From an optimization exercise on the open Yosys and OpenROAD flow, aimed at small area, a short achievable clock period and few clock cycles; shortcuts taken in it are not production practice. The RTL of this run was laid out without a check of its function. Power figures rest on the tool's default switching activity, not on a simulated workload.

**design/flow/design.v**
```verilog
`timescale 1ns / 1ps
module axi_lite_master (
    input logic clk,
    input logic rstn,
    input logic        start,     
    input logic        mode,      
    input logic [31:0] addr,      
    input logic [31:0] wdata_in,  
    input  logic        arready,   
    output logic        arvalid,   
    output logic [31:0] araddr,    
    input  logic        rvalid,   
    input  logic [31:0] rdata,    
    output logic        rready,   
    input  logic        awready,   
    output logic        awvalid,   
    output logic [31:0] awaddr,    
    input  logic        wready,   
    output logic        wvalid,   
    output logic [31:0] wdata,    
    input  logic bvalid,   
    output logic bready,   
    output logic [31:0] rdata_out,   
    output logic        done         
);
  typedef enum logic [2:0] {
    IDLE,         
    WRITE_ADDR,   
    WRITE_DATA,   
    WRITE_RESP,   
    READ_ADDR,    
    READ_DATA,    
    DONE          
  } state_t;
  state_t state, next_state;
  logic aw_handshake, w_handshake, b_handshake;
  logic ar_handshake, r_handshake;
  assign aw_handshake = awvalid && awready;
  assign w_handshake  = wvalid && wready;
  assign b_handshake  = bvalid && bready;
  assign ar_handshake = arvalid && arready;
  assign r_handshake  = rvalid && rready;
  always_ff @(posedge clk or negedge rstn) begin
    if (!rstn) state <= IDLE;
    else state <= next_state;
  end
  always_comb begin
    next_state = state;
    case (state)
      IDLE: if (start) next_state = (mode) ? WRITE_ADDR : READ_ADDR;
      WRITE_ADDR: if (aw_handshake) next_state = WRITE_DATA;
      WRITE_DATA: if (w_handshake) next_state = WRITE_RESP;
      WRITE_RESP: if (b_handshake) next_state = DONE;
      READ_ADDR: if (ar_handshake) next_state = READ_DATA;
      READ_DATA: if (r_handshake) next_state = DONE;
      DONE:
      if (start) next_state = (mode) ? WRITE_ADDR : READ_ADDR;
      else next_state = IDLE;
    endcase
  end
  assign awvalid = (state == WRITE_ADDR);
  assign awaddr  = addr;
  assign wvalid  = (state == WRITE_DATA);
  assign wdata   = wdata_in;
  assign bready  = (state == WRITE_RESP);
  assign arvalid = (state == READ_ADDR);
  assign araddr  = addr;
  assign rready  = (state == READ_DATA);
  assign done    = (state == DONE);
  always_ff @(posedge clk or negedge rstn) begin
    if (!rstn) rdata_out <= 32'b0;
    else if (state == READ_DATA && rvalid) rdata_out <= rdata;
  end
endmodule
`timescale 1ns / 1ps
module axi_lite_slave (
    input  logic        clk,
    input  logic        rstn,
    input  logic        awvalid,
    input  logic [31:0] awaddr,
    output logic        awready,
    input  logic        wvalid,
    input  logic [31:0] wdata,
    output logic        wready,
    output logic        bvalid,
    input  logic        bready,
    input  logic        arvalid,
    input  logic [31:0] araddr,
    output logic        arready,
    output logic        rvalid,
    output logic [31:0] rdata,
    input  logic        rready
);
    logic [31:0] mem [0:15];
    logic [31:0] awaddr_reg, araddr_reg;
    always_ff @(posedge clk or negedge rstn) begin
        if (!rstn) begin
            awready    <= 0;
            awaddr_reg <= 0;
        end else begin
            if (!awready && awvalid) begin
                awready <= 1;
                awaddr_reg <= awaddr;
            end else begin
                awready <= 0;
            end
        end
    end
    always_ff @(posedge clk or negedge rstn) begin
        if (!rstn) begin
            wready <= 0;
        end else begin
            if (!wready && wvalid) begin
                wready <= 1;
                mem[awaddr_reg[5:2]] <= wdata;  
            end else begin
                wready <= 0;
            end
        end
    end
    always_ff @(posedge clk or negedge rstn) begin
        if (!rstn) begin
            bvalid <= 0;
        end else begin
            if (wvalid && wready)
                bvalid <= 1;
            else if (bvalid && bready)
                bvalid <= 0;
        end
    end
    always_ff @(posedge clk or negedge rstn) begin
        if (!rstn) begin
            arready    <= 0;
            araddr_reg <= 0;
        end else begin
            if (!arready && arvalid) begin
                arready <= 1;
                araddr_reg <= araddr;
            end else begin
                arready <= 0;
            end
        end
    end
    always_ff @(posedge clk or negedge rstn) begin
        if (!rstn) begin
            rvalid <= 0;
            rdata  <= 0;
        end else begin
            if (arvalid && arready) begin
                rdata  <= mem[araddr_reg[5:2]];
                rvalid <= 1;
            end else if (rvalid && rready) begin
                rvalid <= 0;
            end
        end
    end
endmodule
module top_axi_lite (
    input  logic clk,
    input  logic rstn,
    input  logic start,
    input  logic mode,            
    input  logic [31:0] addr,
    input  logic [31:0] wdata_in,
    output logic [31:0] rdata_out,
    output logic done
);
    logic        awvalid, awready;
    logic [31:0] awaddr;
    logic        wvalid, wready;
    logic [31:0] wdata;
    logic        bvalid, bready;
    logic        arvalid, arready;
    logic [31:0] araddr;
    logic        rvalid, rready;
    logic [31:0] rdata;
    logic [1:0]  bresp;   
    axi_lite_master master_inst (
        .clk(clk),
        .rstn(rstn),
        .start(start),
        .mode(mode),
        .addr(addr),
        .wdata_in(wdata_in),
        .arready(arready),
        .rvalid(rvalid),
        .rdata(rdata),
        .arvalid(arvalid),
        .araddr(araddr),
        .rready(rready),
        .awready(awready),
        .wready(wready),
        .bvalid(bvalid),
        .awvalid(awvalid),
        .awaddr(awaddr),
        .wvalid(wvalid),
        .wdata(wdata),
        .bready(bready),
        .rdata_out(rdata_out),
        .done(done)
    );
    axi_lite_slave slave_inst (
        .clk(clk),
        .rstn(rstn),
        .awvalid(awvalid),
        .awaddr(awaddr),
        .awready(awready),
        .wvalid(wvalid),
        .wdata(wdata),
        .wready(wready),
        .bvalid(bvalid),
        .bready(bready),
        .arvalid(arvalid),
        .araddr(araddr),
        .arready(arready),
        .rvalid(rvalid),
        .rdata(rdata),
        .rready(rready)
    );
endmodule
```
**design/flow/config.mk**
```make
export PLATFORM = sky130hd
export DESIGN_NAME = top_axi_lite
export DESIGN_NICKNAME = top_axi_lite
export VERILOG_FILES = /design/flow/design.v
export SDC_FILE = /design/flow/constraint.sdc
export NUM_CORES = 4
export LEC_CHECK = 0
export CAP_MARGIN = 20
export CORE_MARGIN = 2
export CORE_UTILIZATION = 45
export SLEW_MARGIN = 20
```
**design/flow/constraint.sdc**
```tcl
create_clock -name core_clock -period 3.5 [get_ports {clk}]
set_input_delay 0.7000 -clock core_clock [delete_from_list [all_inputs] [get_ports {clk}]]
set_output_delay 0.7000 -clock core_clock [all_outputs]
set_load 0.01 [all_outputs]
```
**design/flow/run.sh**
```bash
#!/bin/bash
# synth_recipe.tcl (not shown) runs the flow's synth.tcl, then flattens the netlist and writes it again
# the make line also repeats each setting of config.mk as NAME=value (left out here)
make -C /OpenROAD-flow-scripts/flow DESIGN_CONFIG=/design/flow/config.mk WORK_HOME=/design/flow/orfs CLKGATE_MAP_FILE= SYNTH_SCRIPT=/design/flow/synth_recipe.tcl finish
```
==> run summary <==
## report_power, final
group	total, mW	leakage [nW]	internal [mW]	switching, mW
Sequential	7.67	5.68	7.67	0
Clock	6.61	1.02	3.95	2.66
Combinational	0.150	2.58	0.0406	0.109
## worst max-delay path, stage by stage (launching register included)
cell	delay, ns
dfrtp_1	0.59
clkinv_1	0.38
and3_1	0.25
clkdlybuf4s50_1	0.47
## metal layers
layer | vias to the layer above | wire [µm]
met1 | 6670 | 23800
li1 | 5712 | -
met5 | - | 0
met2 | 494 | 27500
met4 | 0 | 1670
met3 | 96 | 4090
## logic make-up after synthesis
logic type / count (synthesis)
AO/OA/AOI/OAI: 431
buffers and inverters: 130
flip-flops: 592
multiplexers: 42
AND/OR/NAND/NOR: 168
## worst min-delay path by stage
stage	to	cells past startpoint	slack, ns	from
global placement	slave_inst.awready	1	0.47	slave_inst.awready
detailed placement	slave_inst.awready	1	0.48	slave_inst.awready
floorplan	master_inst.rdata_out[0]	0	0.40	rstn
finish	slave_inst.awaddr_reg[5]	2	0.23	rstn
CTS	slave_inst.awaddr_reg[2]	2	0.25	rstn
global route	slave_inst.awaddr_reg[4]	2	0.27	rstn
## layout by cell type (no fill, tap or decap), types with 2 or more instances in the layout
cell type	n
nor2_4	14
nand2b_1	6
nor3_4	6
o21ai_0	39
clkinv_1	5
a221oi_2	30
nand4_1	3
inv_1	35
o22ai_1	93
clkinv_2	14
buf_4	57
a21oi_1	41
clkdlybuf4s50_1	71
dfrtp_1	78
mux2_2	39
edfxtp_1	512
nor2b_1	33
nand2_1	9
and3_1	5
clkbuf_16	60
clkbuf_8	10
nor2_1	39
clkbuf_1	10
nor2b_2	7
mux2i_1	3
dfrtp_2	2
a22oi_1	186
buf_12	7
a211oi_1	2
clkinvlp_4	2
bufinv_16	8
o211a_1	32
or3_1	34
## layout make-up
type,instances,area share [%]
clock buffers,80,6.31
well taps,672,3.17
diodes,1,0.00942
flip-flops and latches,592,65.4
multi-input cells,641,18.2
clock inverters,32,1.45
inverters,37,0.523
repair buffers,136,4.92
## stage by stage
step | util, % | worst slack (ns)
floorplan | - | 0.379
global placement | 49.2 | 0.733
detailed placement | 49.2 | 0.825
CTS | 53.4 | 0.463
global route | 53.4 | 0.307
finish | 53.4 | 0.487
==> flow_summary.ini <==
[run_status]
status = complete, no violations

[synthesis]
ys_seq_area_share_pct = 77.1
ys_ff_latch = 592
synthArstFlopShare_pct = 13.5
synth_top_family_by_area = compound AO/OA/AOI/OAI gates
yosys.area.top_type = edfxtp_1
yosysTopAreaCellShare_pct = 68.2
avgSynthCellArea_um2 = 16.5
synth.net_count = 1431
syn_inst = 1363
synthTopCellsByArea = edfxtp_1 68%, dfrtp_1 8.9%, a22oi_1 6.2%, o22ai_1 2.6%, a221oi_2 2.0%
synth_mux_area_share_pct = 2.08
synth_cell_types = 48
ys.flop_type = edfxtp_1
synthTopCellsByCount = 512 x edfxtp_1, 186 x a22oi_1, 93 x o22ai_1
synth-adder-area-share_pct = 0
synth-compound-area-share_pct = 14.3
yosysMostFrequentCell = edfxtp_1
synth_area_um2 = 22500
synth_xor_area_share_pct = 0
synth_edf_count = 512
synth_warnings = 3
synth-simple-area-share_pct = 4.12

[clocking]
cts_tree = done
cts_sinks = 592
cts-root-buf = clkbuf_16
numCtsBuffers = 59
cts_hold_buf = 0
postCtsSetupRepairBufs = 0
clkTransAtPathRegs_ns = 0.06
h-tree-depth = 2
clk_latency_ns = 0.62
clockBufferDepth = 3
cts.repair.resized = 0

[sta]
rsz0062_at_grt = false
clock-skew-final_ns = 0.0161
worst_slew_pin_slew_ns = 0.875
holdWs_ns = 0.232
slew_viol_final = 0
relSlewSlack_pct = 41.5
post-route-period-util_pct = 86.1
setup_violations = 0
hold_viol_final = 0
timing.fmax_ghz = 0.332
setup_tns_ns = 0
finalCriticalPeriod_ns = 3.01

[grt]
overflow = 0
antenna_found_initial = 1
grt_use_met1_pct = 30.0
grt_usage_pct = 22.1
grt_busiest_layer = met2
first_global_vias = 13150
grt_max_degree = 43
use_met3_pct = 3.86
grt_pass1_wl_mm = 85.3
gr-usage-met2_pct = 36.0

[route]
vias_per_cell = 5.92
first_pass_iters = 5
drcViolationCount = 0
routed_wl_mm = 57.1
wire_per_inst_um = 26.1
num_vias = 12972
ant_nets = 0
drtIter0Drc = 1216

[power]
power_density_nw_per_um2 = 543
vdd_drop_max_mv = 0.365
power.total_mw = 14.4
cellLeakagePower_nw = 9.29

[worst_setup_path]
r2r_slack_ns = 0.77
cp_max_fo = 11
worstPathRequired_ns = 2.80
crit-reg2reg-launch = slave_inst.araddr_reg[3]
crit_start = master_inst.state[0]
r2r_cells = 6
worst_setup_path_start_kind = flop
cp-endpoint = done
reg2reg_to = slave_inst.rdata[30]
worstSetupEndpointType = primary output
crit_arrival_ns = 2.31
crit_type = reg2out

[placement]
gp_congestion = 0.748
io_buffers = 72
place_area_um2 = 24500
dp.cells = 2078
hpwl_mm = 32.6

[final_layout]
area_growth_pct = 17.8
final_cell_area_um2 = 26600
final_cells = 2191
multiInputGateArea_um2 = 4830
drive_gt1_share_pct = 17.7
nFillCells = 3944
largest_register_ffs = 512
final_nets = 1535
ff_latch_area_um2 = 17400

[die]
die_w_um = 228
ios = 101
rows = 82
start_util_pct = 45.3
die_y_um = 228
dieArea_um2 = 51900
design.core.area_um2 = 49800

[hold_path]
hold_path.class = in2async

[job]
drv_cap = 0

[port drivers added, routing unchanged]
How much do the figures lean on ideal ports? The routed layout below was timed once more, with nothing changed but the port constraints. Step 1 sets driving cells, clkbuf_16 on the clock port and buf_2 on the other inputs (assumed; they add their load-dependent delay and slew). Step 2 adds t to the input delays and takes it off the output delays; t is the mean of the earliest and latest rising clock arrival at the registers after step 1. Input paths then give back, and output paths get back, about the clock's delay inside the block. Three values: no drivers, after step 1, after step 2; two values: the first two.
t, ns: 0.666
setup WS [ns]: 0.487 / 0.433 / 0.768
hold WS [ns]: 0.232 / 0.219 / 0.480
slew at the worst register clock pin (ns): 0.07 / 0.07
After both steps setup and hold are still met in this run. The setup slack of this run moves by -0.054 ns with the drivers and by +0.281 ns with both steps.
